What follows belongs to an exercise in optimizing a design on an open flow for small area and a short achievable clock period; a production flow would make more cautious choices. Where RTL was checked, it was by simulation tests only, not by an equivalence proof against the original. Function not checked in runs 2 and 3: the RTL went through the layout flow alone. Power and IR drop assume default switching activity.

--- flow/design.v ---
module ULA_LCD(clk, rst, rs, rw, en, dados, SOMA, SUBT, MULT, IGUAL, A, B, sinalA, sinalB);
	input [7:0] A;
	input [7:0] B;
	input sinalA;
	input sinalB;
	input SOMA;
	input SUBT;
	input MULT;
	input IGUAL;
	output en;
	output rw;
	output rs;
	output [7:0] dados;
	input clk;
	input rst;
	reg rs;
	reg en;
	reg [6:0] dados_r;   
	reg [15:0] Vr;       
	reg dsel;            
	parameter T45 = 2250, T5 = 250, T25 = 125;
	assign rw = 1'b0;
	localparam E0 = 4'd0,      
	           E1 = 4'd1,      
	           E2 = 4'd2,      
	           E3 = 4'd3,      
	           E4 = 4'd4,      
	           E5 = 4'd5,      
	           E6 = 4'd6,      
	           E9 = 4'd7,      
	           L1W = 4'd8,     
	           L1 = 4'd9,      
	           E15 = 4'd10,    
	           L2W = 4'd11,    
	           L2 = 4'd12;     
	reg [3:0] estado;    
	reg in20;            
	reg subest;
	reg [4:0] charPos;   
	reg flag_rst;
	reg [1:0] operacao;
	reg menos;
	reg menosA;
	reg menosB;
	reg flagbt1, flagbt2, flagbt3, flagbt4;
	reg sgn;             
	wire sE0 = (estado == E0);
	wire sE1 = (estado == E1);
	wire sE2 = (estado == E2);
	wire sE3 = (estado == E3);
	wire sE4 = (estado == E4);
	wire sE5 = (estado == E5);
	wire sE6 = (estado == E6);
	wire sE9 = (estado == E9);
	wire sL1W = (estado == L1W);
	wire sL1 = (estado == L1);
	wire sE15 = (estado == E15);
	wire sL2W = (estado == L2W);
	wire sL2 = (estado == L2);
	reg [7:0] cnt;
	wire flag45    = charPos[3] & (cnt == 8'd203);
	wire flag5     = (cnt > T5) | (sE1 & (charPos == 0));
	wire flag2meio = (cnt > T25);
	always @(posedge clk) begin
		if (rst)
			cnt <= 0;
		else if (flag_rst)
			cnt <= 1;
		else if (cnt != 8'd255 || sE0)
			cnt <= cnt + 1'b1;
	end
	wire opSom = (operacao == 2'd1);
	wire opSub = (operacao == 2'd2);
	wire opMul = (operacao == 2'd3);
	wire selB = charPos[3] | (charPos[2] & charPos[1]);    
	wire mulsel = sL2 & opMul;
	wire xa = sE15 | (sL2 ? opSom : ~selB);
	wire [7:0] X = mulsel ? B : {7'd0, xa};
	wire cin = sE15 | (sL2 & opSub & sgn);
	wire [7:0] Y = sE15 ? ~B :
	               sL2 ? (opSub ? (Vr[7:0] ^ {8{sgn}}) : opSom ? B : 8'd0) :
	               (selB ? B : 8'd0);
	reg [15:0] V;
	reg [7:0] s, c, ns, nc, pp;
	reg cy;
	integer r, k;
	always @(*) begin
		pp = A & {8{X[0]}};
		s = pp ^ Y ^ {7'd0, cin};
		c = (pp & Y) | ({7'd0, cin} & (pp ^ Y));
		V[0] = s[0];
		for (r = 1; r < 8; r = r + 1) begin
			pp = A & {8{X[r]}};
			for (k = 0; k < 8; k = k + 1) begin
				ns[k] = pp[k] ^ (k < 7 ? s[k+1] : 1'b0) ^ c[k];
				nc[k] = pp[k] & (k < 7 ? s[k+1] : 1'b0) | c[k] & (pp[k] ^ (k < 7 ? s[k+1] : 1'b0));
			end
			s = ns;
			c = nc;
			V[r] = s[0];
		end
		cy = 1'b0;
		for (k = 0; k < 8; k = k + 1) begin
			V[8+k] = (k < 7 ? s[k+1] : 1'b0) ^ c[k] ^ cy;
			cy = (k < 7 ? s[k+1] : 1'b0) & c[k] | cy & ((k < 7 ? s[k+1] : 1'b0) ^ c[k]);
		end
	end
	function [3:0] add3(input [3:0] x);
		case (x)
			4'd5: add3 = 4'd8;
			4'd6: add3 = 4'd9;
			4'd7: add3 = 4'd10;
			4'd8: add3 = 4'd11;
			4'd9: add3 = 4'd12;
			default: add3 = x;
		endcase
	endfunction
	reg [19:0] bcd;
	integer i;
	always @(*) begin
		bcd = 0;
		for (i = 15; i >= 0; i = i - 1) begin
			bcd[3:0] = add3(bcd[3:0]);
			bcd[7:4] = add3(bcd[7:4]);
			bcd[11:8] = add3(bcd[11:8]);
			bcd[15:12] = add3(bcd[15:12]);
			bcd = {bcd[18:0], Vr[i]};
		end
	end
	wire line2 = (estado == L2) | (estado == L2W);
	reg [3:0] dig;
	always @(*) begin
		if (line2) begin
			case (charPos[2:0])
				3'd2: dig = opMul ? bcd[19:16] : bcd[11:8];
				3'd3: dig = opMul ? bcd[15:12] : bcd[7:4];
				3'd4: dig = opMul ? bcd[11:8] : bcd[3:0];
				3'd5: dig = bcd[7:4];
				default: dig = bcd[3:0];
			endcase
		end
		else begin
			case (charPos[3:0])
				4'd1, 4'd7: dig = bcd[11:8];
				4'd2, 4'd8: dig = bcd[7:4];
				default: dig = bcd[3:0];
			endcase
		end
	end
	assign dados = {dados_r[6], dados_r[6:4], dsel ? dig : dados_r[3:0]};
	wire AgtB = V[8] & (V[7:0] != 0);
	wire BgtA = ~V[8];
	wire nz = (A != 0) & (B != 0);
	reg [1:0] opn;       
	reg menosn;
	always @(*) begin
		opn = operacao;
		menosn = menos;
		if (opSom) begin
			if (sinalA & !sinalB) begin
				opn = 2;
				menosn = AgtB;
			end
			else if (!sinalA & sinalB) begin
				opn = 2;
				menosn = BgtA;
			end
			else if (sinalA & sinalB) menosn = nz;
			else menosn = 0;
		end
		else if (opSub) begin
			if (sinalA & !sinalB) begin
				opn = 1;
				menosn = nz;
			end
			else if (!sinalA & sinalB) begin
				opn = 1;
				menosn = 0;
			end
			else if (sinalA & sinalB) menosn = AgtB;
			else menosn = BgtA;
		end
	end
	wire inW = sE1 | sE2 | sE3 | sE4 | sE5 | sE9 | sL1W | sL2W | sL2 | (sE15 & (operacao != 0));
	wire fire = !in20 & inW & subest & flag5;
	wire relS = sE6 & !in20 & SOMA & flagbt1;
	wire relU = sE6 & !in20 & SUBT & flagbt2;
	wire relM = sE6 & !in20 & MULT & flagbt3;
	wire relI = sE6 & !in20 & IGUAL & flagbt4;
	wire relOp = relS | relU | relM;
	wire l1 = !in20 & sL1;
	wire l1clr = charPos == 31;
	wire l1end = charPos == 17;
	wire l1off = charPos == 16;
	wire l1chr = !charPos[4];                
	wire l1signA = (charPos == 0) & sinalA & menosA;
	wire l1signB = (charPos == 6) & sinalB & menosB;
	wire l1dig = (charPos[3:0] == 0) | (charPos[3:0] == 1) | (charPos[3:0] == 2) |
	             (charPos[3:0] == 6) | (charPos[3:0] == 7) | (charPos[3:0] == 8);
	wire l1op = charPos[3:0] == 4;
	wire l2 = fire & sL2;
	wire l2last = opMul ? (charPos == 7) : (charPos == 5);
	wire l2sp = opMul ? (charPos == 6) : (charPos == 4);
	wire l2minus = (charPos == 1) & menos;
	wire l2skip = (charPos == 0);
	wire wr1 = l1 & (l1clr | l1chr);
	wire wr2 = l2 & !l2skip & !l2last;
	wire wrC = fire & (sE1 | sE2 | sE4 | sE9 | sE15);    
	wire wr = wr1 | wr2 | wrC;
	always @(posedge clk) begin
		if (rst) begin
			estado <= E0;
			in20 <= 0;
			subest <= 0;
			flag_rst <= 0;
			charPos <= 0;
			rs <= 0;
			en <= 0;
			dados_r <= 0;
			dsel <= 0;
			operacao <= 0;
			flagbt1 <= 0;
			flagbt2 <= 0;
			flagbt3 <= 0;
			flagbt4 <= 0;
		end
		else begin
			if (in20) subest <= !(subest & flag2meio);
			else subest <= inW & !(subest & flag5);
			if (in20 | inW) begin
				if (!subest) flag_rst <= 1;
				else if (!(in20 ? flag2meio : flag5)) flag_rst <= 0;
				else if (!in20 & (sE1 | sE2 | sE3 | sE4 | sE9 | sL1W)) flag_rst <= 1;
			end
			else if (relOp) flag_rst <= 1;
			en <= in20 | wr;
			if (in20) begin
				if (subest & flag2meio) in20 <= 0;
			end
			else if (sE0) begin
				if (flag45) estado <= E1;
			end
			else if (sE6) begin
				if (relI) estado <= E15;
				else if (relM | relU) estado <= L1;
				else if (relS) estado <= E9;
			end
			else if (l1) begin
				if (l1end) estado <= E6;
				else if (l1off | l1clr | l1chr) in20 <= 1;
				if (l1off | l1clr | l1chr) estado <= L1W;
			end
			else if (fire) begin
				if (!sE5 & !sL1W & !sL2W) in20 <= 1;
				case (estado)
					E1: estado <= (charPos == 3) ? E2 : E1;
					E2: estado <= E3;
					E3: estado <= E4;
					E4: estado <= E5;
					E5: estado <= E6;
					E9: estado <= L1W;
					L1W: estado <= L1;
					E15: estado <= L2W;
					L2W: estado <= L2;
					L2: estado <= l2last ? E6 : L2W;
					default: ;
				endcase
			end
			if (sE0 & !in20) begin
				if (flag45) charPos <= 0;
				else if (cnt == 8'd255) charPos <= charPos + 1'b1;
			end
			else if (sE6 & !in20) begin
				if (relI) charPos <= 0;
				else if (relOp) charPos <= 31;
			end
			else if ((fire & sE1) | (l1 & (l1clr | l1off | (l1chr & !l1signA & !l1signB))) |
			         (l2 & !l2minus & !l2last))
				charPos <= charPos + 1'b1;
			if (wr) rs <= wr1 ? !l1clr : wr2;
			if (wr) begin
				dsel <= 0;
				if (wrC) begin
					dados_r <= sE1 ? 7'h38 : sE2 ? 7'h0C : sE4 ? 7'h06 : sE15 ? 7'h40 : 7'h01;
				end
				else if (wr1) begin
					if (l1clr) dados_r <= 7'h01;
					else if (l1signA | l1signB) dados_r <= 7'd45;
					else if (l1dig) begin
						dados_r <= 7'h30;
						dsel <= 1;
					end
					else if (l1op) dados_r <= opSom ? 7'd43 : opSub ? 7'd45 : 7'd42;
					else dados_r <= 7'd32;
				end
				else begin
					if (l2minus) dados_r <= 7'd45;
					else if (l2sp) dados_r <= 7'd32;
					else begin
						dados_r <= 7'h30;
						dsel <= 1;
					end
				end
			end
			else if (fire & sE3) begin
				dados_r <= 7'h01;
				dsel <= 0;
			end
			else if (!in20 & sE5 & !subest) begin
				dados_r <= 0;
				dsel <= 0;
			end
			if (sE6 & !in20) begin
				if (relM) operacao <= 3;
				else if (relU) operacao <= 2;
				else if (relS) operacao <= 1;
			end
			else if (sE15 & !in20) operacao <= opn;
			if (sE6 & !in20) begin
				if (!SOMA & !flagbt1) flagbt1 <= 1;
				else if (SOMA & flagbt1) flagbt1 <= 0;
				if (!SUBT & !flagbt2) flagbt2 <= 1;
				else if (SUBT & flagbt2) flagbt2 <= 0;
				if (!MULT & !flagbt3) flagbt3 <= 1;
				else if (MULT & flagbt3) flagbt3 <= 0;
				if (!IGUAL & !flagbt4) flagbt4 <= 1;
				else if (IGUAL & flagbt4) flagbt4 <= 0;
			end
		end
	end
	always @(posedge clk) begin
		if (wr | (sE15 & !in20)) Vr <= V;
		if (sE15 & !in20) begin
			if (fire & (opn == 3)) menos <= (sinalA ^ sinalB) & nz;
			else menos <= menosn;
			sgn <= ~V[8];
		end
		else if (wr & sL2 & opSub) sgn <= 0;    
		if (!(sE15 & !in20) & l2 & l2minus) menos <= 0;
		if (relOp) begin
			menosA <= 1;
			menosB <= 1;
		end
		else if (l1 & l1signA) menosA <= 0;
		else if (l1 & l1signB) menosB <= 0;
	end
endmodule
--- flow/flow/run.sh ---
#!/bin/bash
# Standard ORFS layout, except that after the standard synthesis the
# combinational logic is mapped again by ABC for area (flow/remap.abc);
# the flip-flops of the standard synthesis are kept as they are, with their
# names and cells.
set -euo pipefail
HERE=$(pwd)
R=$HERE/orfs/results/sky130hd/ULA_LCD/base
LIB=$FLOW_HOME/platforms/sky130hd/lib/sky130_fd_sc_hd__tt_025C_1v80.lib

bash standard.sh synth > $HERE/synth_std.log 2>&1

cp $R/1_2_yosys.v $HERE/netlist_std.v
cat > $HERE/remap.ys <<EOY
read_liberty -ignore_miss_func $LIB
read_verilog $HERE/netlist_std.v
hierarchy -top ULA_LCD
setattr -mod -set blackbox 1 sky130_fd_sc_hd__*df*
flatten
opt -full
techmap
opt -fast
abc -liberty $LIB $(cat $HERE/flow/dontuse.txt) -script $HERE/flow/remap.abc
opt_clean -purge
hilomap -singleton -hicell sky130_fd_sc_hd__conb_1 HI -locell sky130_fd_sc_hd__conb_1 LO
insbuf -buf sky130_fd_sc_hd__buf_4 A X
splitnets
opt_clean -purge
tee -o $HERE/remap_stat.log stat -liberty $LIB
write_verilog -noattr -nohex -nodec $HERE/netlist_remap.v
EOY
yosys -s $HERE/remap.ys > $HERE/remap.log 2>&1

# the remapped logic must do what the standard synthesis does
cat > $HERE/remap_equiv.ys <<EOY
read_liberty -ignore_miss_func $LIB
read_verilog $HERE/netlist_std.v
rename ULA_LCD gold
read_verilog $HERE/netlist_remap.v
rename ULA_LCD gate
flatten gold gate
hierarchy -check
setattr -mod -set blackbox 1 sky130_fd_sc_hd__*df*
opt_clean
equiv_make gold gate eq
hierarchy -top eq
equiv_simple -seq 1
equiv_status -assert
EOY
yosys -s $HERE/remap_equiv.ys > $HERE/remap_equiv.log 2>&1

cp $HERE/netlist_remap.v $R/1_2_yosys.v
touch $R/1_2_yosys.v
bash standard.sh finish SETUP_SLACK_MARGIN=87.6 "BUFFER_PORTS_ARGS=-buffer_cell sky130_fd_sc_hd__buf_2" > $HERE/finish.log 2>&1
--- flow/flow/dontuse.txt ---
-dont_use sky130_fd_sc_hd__lpflow_bleeder_1 -dont_use sky130_fd_sc_hd__lpflow_clkbufkapwr_1 -dont_use sky130_fd_sc_hd__lpflow_clkbufkapwr_16 -dont_use sky130_fd_sc_hd__lpflow_clkbufkapwr_2 -dont_use sky130_fd_sc_hd__lpflow_clkbufkapwr_4 -dont_use sky130_fd_sc_hd__lpflow_clkbufkapwr_8 -dont_use sky130_fd_sc_hd__lpflow_clkinvkapwr_1 -dont_use sky130_fd_sc_hd__lpflow_clkinvkapwr_16 -dont_use sky130_fd_sc_hd__lpflow_clkinvkapwr_2 -dont_use sky130_fd_sc_hd__lpflow_clkinvkapwr_4 -dont_use sky130_fd_sc_hd__lpflow_clkinvkapwr_8 -dont_use sky130_fd_sc_hd__lpflow_decapkapwr_12 -dont_use sky130_fd_sc_hd__lpflow_decapkapwr_3 -dont_use sky130_fd_sc_hd__lpflow_decapkapwr_4 -dont_use sky130_fd_sc_hd__lpflow_decapkapwr_6 -dont_use sky130_fd_sc_hd__lpflow_decapkapwr_8 -dont_use sky130_fd_sc_hd__lpflow_inputiso0n_1 -dont_use sky130_fd_sc_hd__lpflow_inputiso0p_1 -dont_use sky130_fd_sc_hd__lpflow_inputiso1n_1 -dont_use sky130_fd_sc_hd__lpflow_inputiso1p_1 -dont_use sky130_fd_sc_hd__lpflow_inputisolatch_1 -dont_use sky130_fd_sc_hd__lpflow_isobufsrc_1 -dont_use sky130_fd_sc_hd__lpflow_isobufsrc_16 -dont_use sky130_fd_sc_hd__lpflow_isobufsrc_2 -dont_use sky130_fd_sc_hd__lpflow_isobufsrc_4 -dont_use sky130_fd_sc_hd__lpflow_isobufsrc_8 -dont_use sky130_fd_sc_hd__lpflow_isobufsrckapwr_16 -dont_use sky130_fd_sc_hd__lpflow_lsbuf_lh_hl_isowell_tap_1 -dont_use sky130_fd_sc_hd__lpflow_lsbuf_lh_hl_isowell_tap_2 -dont_use sky130_fd_sc_hd__lpflow_lsbuf_lh_hl_isowell_tap_4 -dont_use sky130_fd_sc_hd__lpflow_lsbuf_lh_isowell_4 -dont_use sky130_fd_sc_hd__lpflow_lsbuf_lh_isowell_tap_1 -dont_use sky130_fd_sc_hd__lpflow_lsbuf_lh_isowell_tap_2 -dont_use sky130_fd_sc_hd__lpflow_lsbuf_lh_isowell_tap_4 -dont_use sky130_fd_sc_hd__probe_p_8 -dont_use sky130_fd_sc_hd__probec_p_8 
--- flow/flow/remap.abc ---
strash
&get -n
&deepsyn -T 30
&dch -f
&nf -p -R 50
&put
topo
--- flow/standard.sh ---
#!/bin/bash
# synth_recipe.tcl (not shown) runs the flow's synth.tcl, then flattens the netlist and writes it again
# the make line also repeats each setting of config.mk as NAME=value (left out here)
make -C /OpenROAD-flow-scripts/flow DESIGN_CONFIG=/design/flow/config.mk WORK_HOME=/design/flow/orfs CLKGATE_MAP_FILE= SYNTH_SCRIPT=/design/flow/synth_recipe.tcl "${@:-finish}"
--- flow/config.mk ---
export PLATFORM = sky130hd
export DESIGN_NAME = ULA_LCD
export DESIGN_NICKNAME = ULA_LCD
export VERILOG_FILES = /design/flow/design.v
export SDC_FILE = /design/flow/constraint.sdc
export NUM_CORES = 4
export LEC_CHECK = 0
export ABC_AREA = 1
export CAP_MARGIN = 20
export CORE_MARGIN = 2
export CORE_UTILIZATION = 60
export CTS_BUF_LIST = sky130_fd_sc_hd__clkbuf_8
export CTS_CLUSTER_SIZE = 30
export SLEW_MARGIN = 20
--- flow/constraint.sdc ---
create_clock -name core_clock -period 120.0 [get_ports {clk}]
set_input_delay 24.0000 -clock core_clock [delete_from_list [all_inputs] [get_ports {clk}]]
set_output_delay 24.0000 -clock core_clock [all_outputs]
set_load 0.01 [all_outputs]
==> flow_metrics.py, run 1 <==
metrics = {
    "outcome": {
        "outcome": "finished clean",
    },
    "cts": {
        "cts_tree": "done",
        "cts_buffers": 5,
        "cts_buffer_depth": 2,
        "htreeDepth": 2,
        "cts_root_buffer": "clkbuf_8",
        "cts_sinks": 56,
        "cts.clk_slew.worst_paths_ns": 0.11,
        "insertion_delay_ns": 0.32,
        "ctsHoldBuffers": 0,
    },
    "final_layout": {
        "layout_common_cells": "170 x nand2_1, 96 x nor2_1, 90 x a21oi_1",
        "syn2layout_area_growth_pct": 10.3,
        "fillCellCount": 980,
        "diodes": 0,
        "stdcell_area_um2": 7280,
        "final_common_cell": "nand2_1",
        "drive_above_1_share_pct": 8.30,
        "nNetsFinal": 1047,
        "final_cells": 1164,
    },
    "floorplanning": {
        "coreArea_um2": 10800,
        "initial_core_util_pct": 61.1,
        "die_area_um2": 11900,
        "io_pins": 35,
        "dieWidth_um": 109,
        "num_rows": 38,
        "die_h_um": 109,
    },
    "global_routing": {
        "grt_use_total_pct": 29.4,
        "grt-ovfl-total": 0,
        "grt_pass1_vias": 6294,
        "grt_max_degree": 25,
        "grt_pass1_wl_um": 28800,
        "antenna_found_initial": 0,
    },
    "critical_path": {
        "rrSetupSlack_ns": 112.68,
        "crit_required_ns": 96.00,
        "reg2regPathDepth": 32,
        "path_max_fanout": 7,
        "rr_startpoint": "estado[1]",
        "crit_type": "flop to output pin",
        "cp.arrival_ns": 7.90,
        "cp-end-kind": "output pin",
        "slowest_delay_ns": 0.46,
        "rr_endpoint": "Vr[14]",
        "worstSetupStartpointType": "flop",
        "crit_top_cell": "nand2_1",
        "startpoint": "Vr[14]",
        "slowest_stage": "edfxtp_1",
    },
    "min_path": {
        "whs_endpoint": "menosB",
        "hold_depth": 2,
        "hold_start": "menosB",
        "hold_path.class": "flop to flop",
    },
    "sta": {
        "worst_pin_slew_ns": 0.873,
        "post-route-period-util_pct": 26.6,
        "final.min_clock_period_ns": 31.90,
        "setup_violations": 0,
        "rsz0062_at_grt": "true",
        "final.setup.tns_ns": 0,
        "skew_ns": 0.0125,
        "fmax_ghz": 0.0313,
        "max_slew_margin_pct": 41.5,
        "whs_ns": 0.448,
        "slew_violations": 0,
        "hold_viol_final": 0,
    },
    "place": {
        "place.port_buffers": 33,
        "place_hpwl_um": 13800,
        "post_dp_cell_area_um2": 6910,
        "place_inst": 1139,
        "globalplace.congestion": 0.990,
    },
    "power_and_ir_drop": {
        "intPower_w": 0.0000252,
        "ir_worst_vdd_mv": 0.00732,
        "power.density_nw_per_um2": 4.72,
        "switching_power_w": 0.00000911,
        "p_clk_share_pct": 31.9,
        "sw_frac_of_total_pct": 26.5,
        "p_seq_share_pct": 57.1,
        "p_comb_share_pct": 11.1,
        "leakage_nw": 2.57,
    },
    "route": {
        "dr.max_layer_used": "met4",
        "vias": 7241,
        "drtPass1Iterations": 5,
        "drt_iter0_markers": 679,
        "drt_wl_total_um": 17600,
        "wl_met3_um": 1300,
        "detail_route.wl_per_cell_um": 15.1,
        "wl_met2_um": 7880,
        "remaining_drc_errors": 0,
        "detail-route-antenna-nets": 0,
        "wl_met1_um": 8220,
        "via_per_inst": 6.22,
    },
    "flow_run": {
        "cap_violations": 0,
    },
    "synthesis": {
        "syn_nets": 994,
        "synth_area_per_cell_um2": 6.80,
        "synthesis.area_um2": 6600,
        "yosysWarnings": 1,
        "syn-instance-count": 970,
    },
}
[state kept, by name (all words and copies together) (netlist names), named ones only]
signal / flops
charPos: 5
estado: 4
sgn: 1
Vr: 16
en: 1
flagbt3: 1
dsel: 1
menos: 1
in20: 1
menosB: 1
dados_r: 7
flagbt1: 1
subest: 1
rs: 1
flag_rst: 1
menosA: 1
flagbt2: 1
cnt: 8
flagbt4: 1
[worst max-delay path, delay by kind of cell, from the launching register on]
kind            cells  cell delay, ns
compound gates     18            3.92
simple gates       13            1.78
buf+inv             2            0.30
flops               1            0.46
mux                 1            0.24
xor+xnor            4            0.87
[final cells by class]
cell class	instances	area (µm²)	area share, %
clock buffers	5	68.8	0.946
well taps	140	175	2.41
repair buffers	51	300	4.13
clock inverters	3	22.5	0.310
flip-flops and latches	56	1290	17.7
inverters	21	78.8	1.08
multi-input cells	888	5340	73.4
[power groups by stage]
stage	clock (W)	sequential [W]	combinational, W
final	0.0000109	0.0000196	0.00000380
after global routing	0.0000116	0.0000196	0.00000425
after CTS	0.0000110	0.0000196	0.00000378
after detailed placement	0	0.0000200	0.00000376
after global placement	0	0.0000200	0.00000368
after floorplan	0	0.0000200	0.00000237
[per-layer routing]
layer | vias to the layer above | GRT usage (%)
met2 | 295 | 47.1
met1 | 3348 | 41.9
met5 | - | 0
li1 | 3576 | -
met4 | 0 | 5.40
met3 | 22 | 4.66
[worst max path at each step]
stage | slack [ns] | endpoint | cells after the start
floorplan | 88.88 | dados[3] | 33
global placement | 87.96 | dados[1] | 36
detailed placement | 87.52 | dados[1] | 36
CTS | 87.61 | dados[1] | 37
global route | 87.40 | dados[1] | 39
finish | 88.10 | dados[1] | 38
[repair_timing]
| action | 4_1_cts | 5_1_grt |
|---|---|---|
| endpoints found under the hold margin | 0 | 0 |
| setup endpoints to repair | 4 | 4 |
| gates resized for setup | 3 | 32 |
| gates cloned | 0 | 0 |
| pin swaps | 1 | 7 |
| buffers inserted | 6 | 11 |
[through the flow]
| stage | setup WS (ns) | utilization, % | power (W) |
|---|---|---|---|
| floorplan | 88.88 | - | 0.0000224 |
| global placement | 87.96 | 64.0 | 0.0000237 |
| detailed placement | 87.52 | 64.0 | 0.0000238 |
| global route | 87.40 | 67.4 | 0.0000354 |
| CTS | 87.61 | 65.4 | 0.0000344 |
| finish | 88.10 | 67.4 | 0.0000344 |
==> run 2: changes to the inputs <==
--- a/flow/design.v
+++ b/flow/design.v
@@ -17,5 +17,5 @@
 	reg en;
 	reg [6:0] dados_r;   
-	reg [15:0] Vr;       
+	reg [16:0] Vr;       
 	reg dsel;            
 	parameter T45 = 2250, T5 = 250, T25 = 125;
@@ -116,9 +116,18 @@
 		endcase
 	endfunction
-	reg [19:0] bcd;
+	reg [19:0] bcdh;
 	integer i;
 	always @(*) begin
-		bcd = 0;
-		for (i = 15; i >= 0; i = i - 1) begin
+		bcdh = 0;
+		for (i = 15; i >= 11; i = i - 1) begin
+			bcdh[3:0] = add3(bcdh[3:0]);
+			bcdh = {bcdh[18:0], V[i]};
+		end
+	end
+	wire [16:0] Vin = {bcdh[5:0], V[10:0]};
+	reg [19:0] bcd;
+	always @(*) begin
+		bcd = {14'd0, Vr[16:11]};
+		for (i = 10; i >= 0; i = i - 1) begin
 			bcd[3:0] = add3(bcd[3:0]);
 			bcd[7:4] = add3(bcd[7:4]);
@@ -330,5 +339,5 @@
 	end
 	always @(posedge clk) begin
-		if (wr | (sE15 & !in20)) Vr <= V;
+		if (wr | (sE15 & !in20)) Vr <= Vin;
 		if (sE15 & !in20) begin
 			if (fire & (opn == 3)) menos <= (sinalA ^ sinalB) & nz;
--- a/flow/flow/run.sh
+++ b/flow/flow/run.sh
@@ -52,3 +52,3 @@
 cp $HERE/netlist_remap.v $R/1_2_yosys.v
 touch $R/1_2_yosys.v
-bash standard.sh finish SETUP_SLACK_MARGIN=87.6 "BUFFER_PORTS_ARGS=-buffer_cell sky130_fd_sc_hd__buf_2" > $HERE/finish.log 2>&1
+bash standard.sh finish > $HERE/finish.log 2>&1
==> flow/flow/remap.abc (replaced) <==
strash
&get -n
&deepsyn -T 30
&put
dch -f
amap
topo
--- a/flow/config.mk
+++ b/flow/config.mk
@@ -9,6 +9,4 @@
 export CAP_MARGIN = 20
 export CORE_MARGIN = 2
-export CORE_UTILIZATION = 60
-export CTS_BUF_LIST = sky130_fd_sc_hd__clkbuf_8
-export CTS_CLUSTER_SIZE = 30
+export CORE_UTILIZATION = 40
 export SLEW_MARGIN = 20
==> run 2 against run 1 <==
Critical path depth grew 14. Final cell count increased by 23%. Still clean. Die area rose by 51%. Area after synthesis up 2.3%. Synthesized cell count increased by 21%. Routed wire length is 12% higher. Via count is 11% higher. Largest power group is now the clock network. Critical endpoint is now dados[3]. Cell area grew 5.5%. Hold slack improved by 0.012 ns. Count of clock-buffer cells in the layout rose by 4. Power rose by 120%. Non-clock buffer count down 15.
==> flow_metrics.py, run 2 <==
metrics = {
    "route": {
        "vias": 8063,
        "remaining_drc_errors": 0,
        "detail-route-antenna-nets": 0,
        "drtPass1Iterations": 7,
        "drt_wl_total_um": 19700,
        "drt_iter0_markers": 662,
        "detail_route.wl_per_cell_um": 13.7,
        "via_per_inst": 5.61,
    },
    "place": {
        "place.port_buffers": 33,
        "place_hpwl_um": 15800,
        "place_inst": 1420,
        "dp_slack_ns": 86.05,
        "globalplace.congestion": 0.957,
    },
    "cts": {
        "cts_resized": 0,
        "cts_buffers": 9,
        "insertion_delay_ns": 0.34,
        "cts_setup_buffers": 0,
        "cts.clk_slew.worst_paths_ns": 0.06,
        "cts_root_buffer": "clkbuf_16",
        "htreeDepth": 3,
        "ctsHoldBuffers": 0,
        "cts_tree": "done",
        "cts_buffer_depth": 2,
        "cts_sinks": 57,
    },
    "critical_path": {
        "slowest_stage": "clkdlybuf4s50_1",
        "crit_type": "flop to output pin",
        "cp-end-kind": "output pin",
        "worst-path-buf-inv": 9,
        "path_max_fanout": 6,
        "critPathTopFamily": "compound AO/OA/AOI/OAI gates",
        "crit_required_ns": 96.00,
        "crit_top_cell": "nor2_1",
        "slowest_delay_ns": 0.57,
        "worstSetupStartpointType": "flop",
        "cp.arrival_ns": 10.38,
    },
    "power_and_ir_drop": {
        "p_seq_share_pct": 29.4,
        "intPower_w": 0.0000482,
        "ir_worst_vdd_mv": 0.00790,
        "p_comb_share_pct": 33.3,
        "sw_frac_of_total_pct": 36.4,
        "switching_power_w": 0.0000276,
        "power.density_nw_per_um2": 9.89,
        "p_clk_share_pct": 37.4,
        "leakage_nw": 2.60,
    },
    "sta": {
        "max_slew_margin_pct": 44.7,
        "slew_violations": 0,
        "rsz0062_at_grt": "false",
        "post-route-period-util_pct": 28.7,
        "fmax_ghz": 0.0291,
        "worst_pin_slew_ns": 0.826,
        "setup_violations": 0,
        "final.min_clock_period_ns": 34.38,
        "final.setup.tns_ns": 0,
        "fin_ws_ns": 85.62,
        "hold_viol_final": 0,
        "whs_ns": 0.460,
        "skew_ns": 0.0112,
    },
    "min_path": {
        "hold_path.class": "flop to flop",
    },
    "final_layout": {
        "diodes": 0,
        "largestRegisters": "Vr (17), cnt (8), dados_r (7)",
        "final_common_cell": "nor2_1",
        "layout_common_cells": "257 x nor2_1, 188 x o21ai_0, 147 x nand2_1",
        "largest_reg_flops": 17,
        "syn2layout_area_growth_pct": 13.7,
        "drive_above_1_share_pct": 1.73,
        "regMostFlops": "Vr",
        "nNetsFinal": 1235,
        "final_cells": 1436,
    },
    "floorplanning": {
        "io_pins": 35,
        "dieWidth_um": 134,
        "coreArea_um2": 16500,
        "die_area_um2": 17900,
        "die_h_um": 134,
        "initial_core_util_pct": 40.8,
        "num_rows": 47,
    },
    "synthesis": {
        "synthesis.area_um2": 6750,
        "syn_nets": 1193,
        "synth_area_per_cell_um2": 5.77,
        "yosysWarnings": 1,
        "syn-instance-count": 1169,
    },
    "global_routing": {
        "grt_pass1_vias": 7060,
        "grt_use_total_pct": 22.2,
        "grt_max_degree": 30,
        "antenna_found_initial": 0,
        "grt-ovfl-total": 0,
        "grt_pass1_wl_um": 33300,
    },
    "outcome": {
        "outcome": "finished clean",
    },
    "flow_run": {
        "cap_violations": 0,
    },
}
-- run 2: per-layer routing --
metal	vias to the layer above	part of all wire (%)	global-route usage, %
met5	-	0	0
met4	0	1.9	5.91
met3	39	5.6	2.87
met2	225	43	35.8
met1	3510	49	31.3
li1	4289	-	-
-- run 2: metrics by stage --
stage          util [%]  instance area [µm²]  total power (W)
3_3_place_gp       44.5                 7350        0.0000472
4_1_cts            46.4                 7670        0.0000760
3_5_place_dp       44.5                 7350        0.0000473
2_1_floorplan         -                 6750        0.0000410
5_1_grt            46.4                 7670        0.0000808
6_report           46.4                 7670        0.0000759
-- run 2: layout make-up --
cell class | count | area (µm²)
fill | 1744 | 8850
inverter | 134 | 503
sequential | 57 | 1320
timing repair buffer | 36 | 353
clock buffer | 9 | 225
multi-input combinational | 973 | 4890
clock inverter | 7 | 101
tap | 220 | 275
-- run 2: power by group through the flow --
stage / sequential (W) / clock, W / combinational (W)
finish: 0.0000223 / 0.0000283 / 0.0000252
global route: 0.0000225 / 0.0000294 / 0.0000290
CTS: 0.0000223 / 0.0000289 / 0.0000249
detailed placement: 0.0000227 / 0 / 0.0000247
global placement: 0.0000227 / 0 / 0.0000246
floorplan: 0.0000224 / 0 / 0.0000186
-- run 2: final timing paths --
| check | startpoint | end | slack (ns) | cells after the start |
|---|---|---|---|---|
| setup reg to reg | estado[1] | Vr[14] | 111.21 | 50 |
| hold / removal | rs | rs | 0.46 | 2 |
| hold reg to reg | rs | rs | 0.46 | 2 |
| setup / recovery | Vr[14] | dados[3] | 85.62 | 52 |
-- run 2: worst register-to-register path: cells and delay by family, from the launching register on --
kind / cells / cell delay, ns
buf+inv: 6 / 1.18
flops: 1 / 0.38
compound gates: 27 / 5.23
simple gates: 17 / 1.74
==> run 3: changes to the inputs <==
==> flow/flow/remap.abc (replaced) <==
strash
&get -n
&deepsyn -T 30
&put
dch -f
map -a
topo
==> run 3 against run 2 <==
Via count increased by 2.8%. Worst setup slack better by 0.99 ns. Still clean on timing, DRC and antenna. Synthesized cell count grew 12%. Largest cell class unchanged. Combinational power shrank 77%. Count of clock-buffer cells in the layout up 1. Cell area increased by 6.0%. Die area is 7.3% higher. Critical path type unchanged. Utilization decreased by 1.0 points.
==> flow_metrics.py, run 3 <==
metrics = {
    "synthesis": {
        "yosysWarnings": 1,
        "syn-instance-count": 1305,
        "synthesis.area_um2": 7250,
        "syn_nets": 1329,
        "synth_area_per_cell_um2": 5.56,
    },
    "place": {
        "post_dp_cell_area_um2": 7850,
        "globalplace.congestion": 0.959,
        "place_hpwl_um": 16900,
        "place.port_buffers": 33,
    },
    "critical_path": {
        "crit_type": "flop to output pin",
        "startpoint": "Vr[14]",
        "crit_top_cell": "nand2_1",
        "rrSetupSlack_ns": 111.97,
        "reg2regPathDepth": 45,
        "slowest_stage": "clkdlybuf4s50_1",
        "worstSetupStartpointType": "flop",
        "cp-end-kind": "output pin",
        "path_max_fanout": 4,
        "slowest_delay_ns": 0.57,
        "endpoint": "dados[1]",
        "rr_endpoint": "Vr[12]",
        "cp.arrival_ns": 9.39,
        "crit_required_ns": 96.00,
    },
    "global_routing": {
        "grt_pass1_wl_um": 34000,
        "grt_use_total_pct": 20.8,
        "grt_max_degree": 18,
        "grt_pass1_vias": 7256,
        "antenna_found_initial": 0,
        "grt-ovfl-total": 0,
    },
    "final_layout": {
        "nNetsFinal": 1370,
        "drive_above_1_share_pct": 3.77,
        "fillCellCount": 1951,
        "largestRegisters": "Vr (17), cnt (8), dados_r (7)",
        "stdcell_area_um2": 8130,
        "fin_util_pct": 45.4,
        "largest_reg_flops": 17,
        "diodes": 0,
        "layout_common_cells": "276 x nand2_1, 236 x nor2_1, 211 x clkinv_1",
        "final_common_cell": "nand2_1",
        "regMostFlops": "Vr",
        "syn2layout_area_growth_pct": 12.1,
    },
    "sta": {
        "final.setup.tns_ns": 0,
        "max_slew_margin_pct": 46.1,
        "hold_viol_final": 0,
        "final.min_clock_period_ns": 33.39,
        "rsz0062_at_grt": "false",
        "whs_ns": 0.435,
        "slew_violations": 0,
        "worst_pin_slew_ns": 0.804,
        "fmax_ghz": 0.0299,
        "setup_violations": 0,
        "skew_ns": 0.00723,
        "post-route-period-util_pct": 27.8,
    },
    "floorplanning": {
        "die_h_um": 139,
        "coreArea_um2": 17900,
        "num_rows": 49,
        "initial_core_util_pct": 40.5,
        "die_area_um2": 19200,
        "io_pins": 35,
        "dieWidth_um": 139,
    },
    "cts": {
        "cts_sinks": 57,
        "ctsHoldBuffers": 0,
        "cts_resized": 0,
        "cts_setup_buffers": 0,
        "htreeDepth": 3,
        "cts_tree": "done",
        "cts_buffer_depth": 2,
        "cts_root_buffer": "clkbuf_16",
        "insertion_delay_ns": 0.33,
        "cts.clk_slew.worst_paths_ns": 0.05,
        "cts_buffers": 9,
    },
    "outcome": {
        "outcome": "finished clean",
    },
    "route": {
        "drtPass1Iterations": 5,
        "via_per_inst": 5.25,
        "detail_route.wl_per_cell_um": 12.8,
        "vias": 8292,
        "remaining_drc_errors": 0,
        "detail-route-antenna-nets": 0,
        "drt_wl_total_um": 20200,
        "drt_iter0_markers": 460,
    },
    "power_and_ir_drop": {
        "leakage_nw": 3.02,
        "power.density_nw_per_um2": 6.14,
        "ir_worst_vdd_mv": 0.00551,
    },
    "flow_run": {
        "cap_violations": 0,
    },
    "min_path": {
        "hold_path.class": "flop to flop",
    },
}
-- run 3: area by class of cell --
cell class | instances | area, µm² | share of cell area [%]
well taps | 229 | 287 | 3.52
flip-flops and latches | 57 | 1320 | 16.3
multi-input cells | 1032 | 5100 | 62.8
clock buffers | 10 | 239 | 2.94
repair buffers | 35 | 345 | 4.25
clock inverters | 6 | 41.3 | 0.508
inverters | 211 | 792 | 9.74
-- run 3: metal layers --
layer / global-route usage (%) / wire [µm]
met3: 2.35 / 884
met4: 4.73 / 225
met5: 0 / 0
met2: 33.2 / 8830
met1: 30.2 / 10300
-- run 3: how the worst min path moves through the flow --
stage	from	endpoint	slack, ns	cells after the start
after floorplan	flagbt2	flagbt2	0.41	2
after global placement	flagbt2	flagbt2	0.43	2
after detailed placement	flagbt2	flagbt2	0.43	2
after CTS	flagbt2	flagbt2	0.44	2
after global routing	flagbt2	flagbt2	0.46	2
final	flagbt2	flagbt2	0.43	2
-- run 3: metrics by stage --
| step | instances | power (W) | setup WS, ns |
|---|---|---|---|
| 2_1_floorplan | 1305 | 0.0000241 | 88.49 |
| 3_3_place_gp | 1564 | 0.0000263 | 87.51 |
| 3_5_place_dp | 1564 | 0.0000263 | 87.10 |
| 4_1_cts | 1580 | 0.0000503 | 86.71 |
| 5_1_grt | 1580 | 0.0000518 | 85.26 |
| 6_report | 1580 | 0.0000499 | 86.61 |
-- run 3: critical path: cells and delay by family, from the launching register on --
| family | cells | cell delay, ns |
|---|---|---|
| AO/OA/AOI/OAI | 17 | 2.82 |
| AND/OR/NAND/NOR | 34 | 3.92 |
| XOR/XNOR | 1 | 0.20 |
| flip-flops | 1 | 0.42 |
| buffers and inverters | 13 | 1.73 |
-- run 3: report_power, final --
| part | switching (W) | internal [W] |
|---|---|---|
| Combinational | 0.00000356 | 0.00000229 |
| Clock | 0.00000943 | 0.0000145 |
| Sequential | 0.0000000343 | 0.0000200 |
| Total | 0.0000130 | 0.0000369 |

[separate check: timing with driven ports]
In the flow no input, the clock included, has a driving cell. The finished layouts below were timed again as built, in two steps. Step 1 assumes that a clkbuf_16 drives the clock port and a buf_2 every other input. Step 2, shift: input delay + t, output delay - t, t = (earliest + latest rising clock arrival at the registers) / 2. This alone moves slack from input paths to output paths. Three values: ideal, step 1, step 2; two values: the first two.
run	t (ns)	setup WS [ns]	worst setup path after step 2	worst register clock-pin slew, ns	worst data-port slew with drivers (ns)
run 1	0.343	88.096 / 88.064 / 88.407	register to output	0.11 / 0.11	0.04
run 2	0.368	85.617 / 85.578 / 85.946	register to output	0.06 / 0.06	0.03
run 3	0.372	86.610 / 86.568 / 86.941	register to output	0.05 / 0.05	0.03
After both steps every run listed still meets setup and hold.
